Context: an optimization exercise on an open-source flow, tuned for small area and a short achievable clock period. The choices shown serve that exercise and are no tape-out recipe. Function was checked by simulation only, so behaviour that the tests miss may differ from the original.

==> try-xenon: inputs <==
## bit_population_counter_top
module bit_population_counter_top (
  input  logic         clk_i,
  input  logic         srst_i,
  input  logic [127:0] data_i,
  input  logic         data_val_i,
  output logic [6:0]   data_o,
  output logic         data_val_o
);
  wire s1 = data_i[0] ^ data_i[100] ^ data_i[101];
  wire c2 = (data_i[0] & data_i[100]) | (data_i[0] & data_i[101]) | (data_i[100] & data_i[101]);
  wire s3 = data_i[102] ^ data_i[103] ^ data_i[104];
  wire c4 = (data_i[102] & data_i[103]) | (data_i[102] & data_i[104]) | (data_i[103] & data_i[104]);
  wire s5 = data_i[105] ^ data_i[106] ^ data_i[107];
  wire c6 = (data_i[105] & data_i[106]) | (data_i[105] & data_i[107]) | (data_i[106] & data_i[107]);
  wire s7 = data_i[108] ^ data_i[109] ^ data_i[10];
  wire c8 = (data_i[108] & data_i[109]) | (data_i[108] & data_i[10]) | (data_i[109] & data_i[10]);
  wire s9 = data_i[110] ^ data_i[111] ^ data_i[112];
  wire c10 = (data_i[110] & data_i[111]) | (data_i[110] & data_i[112]) | (data_i[111] & data_i[112]);
  wire s11 = data_i[113] ^ data_i[114] ^ data_i[115];
  wire c12 = (data_i[113] & data_i[114]) | (data_i[113] & data_i[115]) | (data_i[114] & data_i[115]);
  wire s13 = data_i[116] ^ data_i[117] ^ data_i[118];
  wire c14 = (data_i[116] & data_i[117]) | (data_i[116] & data_i[118]) | (data_i[117] & data_i[118]);
  wire s15 = data_i[119] ^ data_i[11] ^ data_i[120];
  wire c16 = (data_i[119] & data_i[11]) | (data_i[119] & data_i[120]) | (data_i[11] & data_i[120]);
  wire s17 = data_i[121] ^ data_i[122] ^ data_i[123];
  wire c18 = (data_i[121] & data_i[122]) | (data_i[121] & data_i[123]) | (data_i[122] & data_i[123]);
  wire s19 = data_i[124] ^ data_i[125] ^ data_i[126];
  wire c20 = (data_i[124] & data_i[125]) | (data_i[124] & data_i[126]) | (data_i[125] & data_i[126]);
  wire s21 = data_i[127] ^ data_i[12] ^ data_i[13];
  wire c22 = (data_i[127] & data_i[12]) | (data_i[127] & data_i[13]) | (data_i[12] & data_i[13]);
  ...
==> flow/config.mk <==
export PLATFORM = sky130hd
export DESIGN_NAME = bit_population_counter_top
export DESIGN_NICKNAME = bit_population_counter_top
export VERILOG_FILES = /design/flow/design.v
export SDC_FILE = /design/flow/constraint.sdc
export NUM_CORES = 4
export LEC_CHECK = 0
export CAP_MARGIN = 20
export CORE_MARGIN = 2
export CORE_UTILIZATION = 40
export SLEW_MARGIN = 20
export SYNTH_ARGS = -noabc
export BUFFER_PORTS_ARGS = -buffer_cell sky130_fd_sc_hd__buf_1
export CTS_ARGS = -sink_clustering_enable -repair_clock_nets -dont_use_dummy_load -buf_list {sky130_fd_sc_hd__clkbuf_4}
==> flow/constraint.sdc <==
create_clock -name core_clock -period 2.6 [get_ports {clk_i}]
set_input_delay 0.5200 -clock core_clock [delete_from_list [all_inputs] [get_ports {clk_i}]]
set_output_delay 0.5200 -clock core_clock [all_outputs]
set_load 0.01 [all_outputs]
standard.sh (not shown) runs the stock make flow with config.mk's settings and CLKGATE_MAP_FILE= SYNTH_SCRIPT=/design/flow/synth_recipe.tcl, a recipe that flattens the netlist after the stock synthesis.
==> flow/flow/run.sh <==
#!/bin/bash
# The standard layout (standard.sh) with three changes to its settings:
#  - Yosys's synth runs without its early "abc -fast" pass (SYNTH_ARGS=-noabc),
#    so extract_fa keeps the RTL's full adders in their true polarity instead
#    of adding inverters around them; the registers are the same;
#  - ports are buffered with plain buf_1 cells instead of delay buffers;
#  - CTS inserts no dummy loads and uses small clock buffers.
# make's output (every step's log is also kept under orfs/logs) goes to flow.log.
set -euo pipefail
cat >> config.mk <<'CFG'
export SYNTH_ARGS = -noabc
export BUFFER_PORTS_ARGS = -buffer_cell sky130_fd_sc_hd__buf_1
export CTS_ARGS = -sink_clustering_enable -repair_clock_nets -dont_use_dummy_load -buf_list {sky130_fd_sc_hd__clkbuf_4}
CFG
bash standard.sh finish > flow.log 2>&1
==> inputs of try-fjord, as changes to try-xenon <==
--- a/flow/flow/run.sh
+++ b/flow/flow/run.sh
@@ -11,5 +11,5 @@
 export SYNTH_ARGS = -noabc
 export BUFFER_PORTS_ARGS = -buffer_cell sky130_fd_sc_hd__buf_1
-export CTS_ARGS = -sink_clustering_enable -repair_clock_nets -dont_use_dummy_load -buf_list {sky130_fd_sc_hd__clkbuf_4}
+export CTS_ARGS = -sink_clustering_enable -repair_clock_nets -dont_use_dummy_load -buf_list {sky130_fd_sc_hd__clkbuf_8} -sink_clustering_size 30 -sink_clustering_max_diameter 120
 CFG
 bash standard.sh finish > flow.log 2>&1
Settings changed: CTS_ARGS -sink_clustering_enable -repair_clock_nets -dont_use_dummy_load -buf_list {sky130_fd_sc_hd__clkbuf_4} to -sink_clustering_enable -repair_clock_nets -dont_use_dummy_load -buf_list {sky130_fd_sc_hd__clkbuf_8} -sink_clustering_size 30 -sink_clustering_max_diameter 120.
==> results.py <==
metrics = {
    "cells_and_area": {
        "layout_common_cells": "buf_1 (138), dfxtp_1 (121), fa_1 (118), clkbuf_8 (17), ha_1 (6)",
    },
    "cts": {
        "clk_latency_ps": 410,
    },
    "power_and_ir_drop": {
        "p_seq_frac": 0.495,
        "leakage_nw": 2.25,
    },
    "run_status": {
        "status": "complete, no violations",
    },
    "global_route": {
        "grt_pass1_wl_um": 12800,
    },
    "drt": {
        "met2_length_um": 4290,
    },
}
(the above is from try-fjord)
==> results.py <==
metrics = {
    "global_route": {
        "grt_pass1_wl_um": 12800,
    },
    "cts": {
        "clk_latency_ps": 470,
    },
    "yosys": {
        "synth.area.mux_share": 0,
        "yosysWarningCount": 1,
    },
    "cells_and_area": {
        "layout_common_cells": "buf_1 (138), dfxtp_1 (121), fa_1 (118), clkbuf_4 (17), ha_1 (6)",
        "final-clk-cell-share": 0.0219,
    },
    "critical_path": {
        "arrival_ps": 1890,
    },
    "drt": {
        "met2_length_um": 4260,
    },
    "run_status": {
        "status": "complete, no violations",
    },
    "timing": {
        "rsz0062_at_grt": "false",
    },
    "power_and_ir_drop": {
        "leakage_nw": 2.21,
        "p_seq_frac": 0.524,
    },
}
(the above is from try-xenon)

## port drivers added, routing unchanged
In the flow no input, the clock included, has a driving cell. The finished layouts below were timed again as built, in two steps. Step 1 sets driving cells, clkbuf_16 on the clock port and buf_2 on the other inputs (assumed; they add their load-dependent delay and slew). Step 2 moves the port delays by t, midway between the first and last clock arrival at a register: inputs arrive t later, outputs are due t later. That takes back most of the time a late clock gives input paths. Slacks: no drivers / after step 1 / after step 2; pairs: no drivers / after step 1.
run	shift t [ns]	setup slack, ns	hold WS [ns]
try-xenon	0.485	1.117 / 1.117 / 0.818	0.271 / 0.261 / 0.330
try-fjord	0.436	1.119 / 1.119 / 0.809	0.320 / 0.311 / 0.326
After both steps every run listed still meets setup and hold. For try-fjord, which loses most, drivers alone change the setup slack by 0.000 ns; drivers and shift together by -0.310 ns.
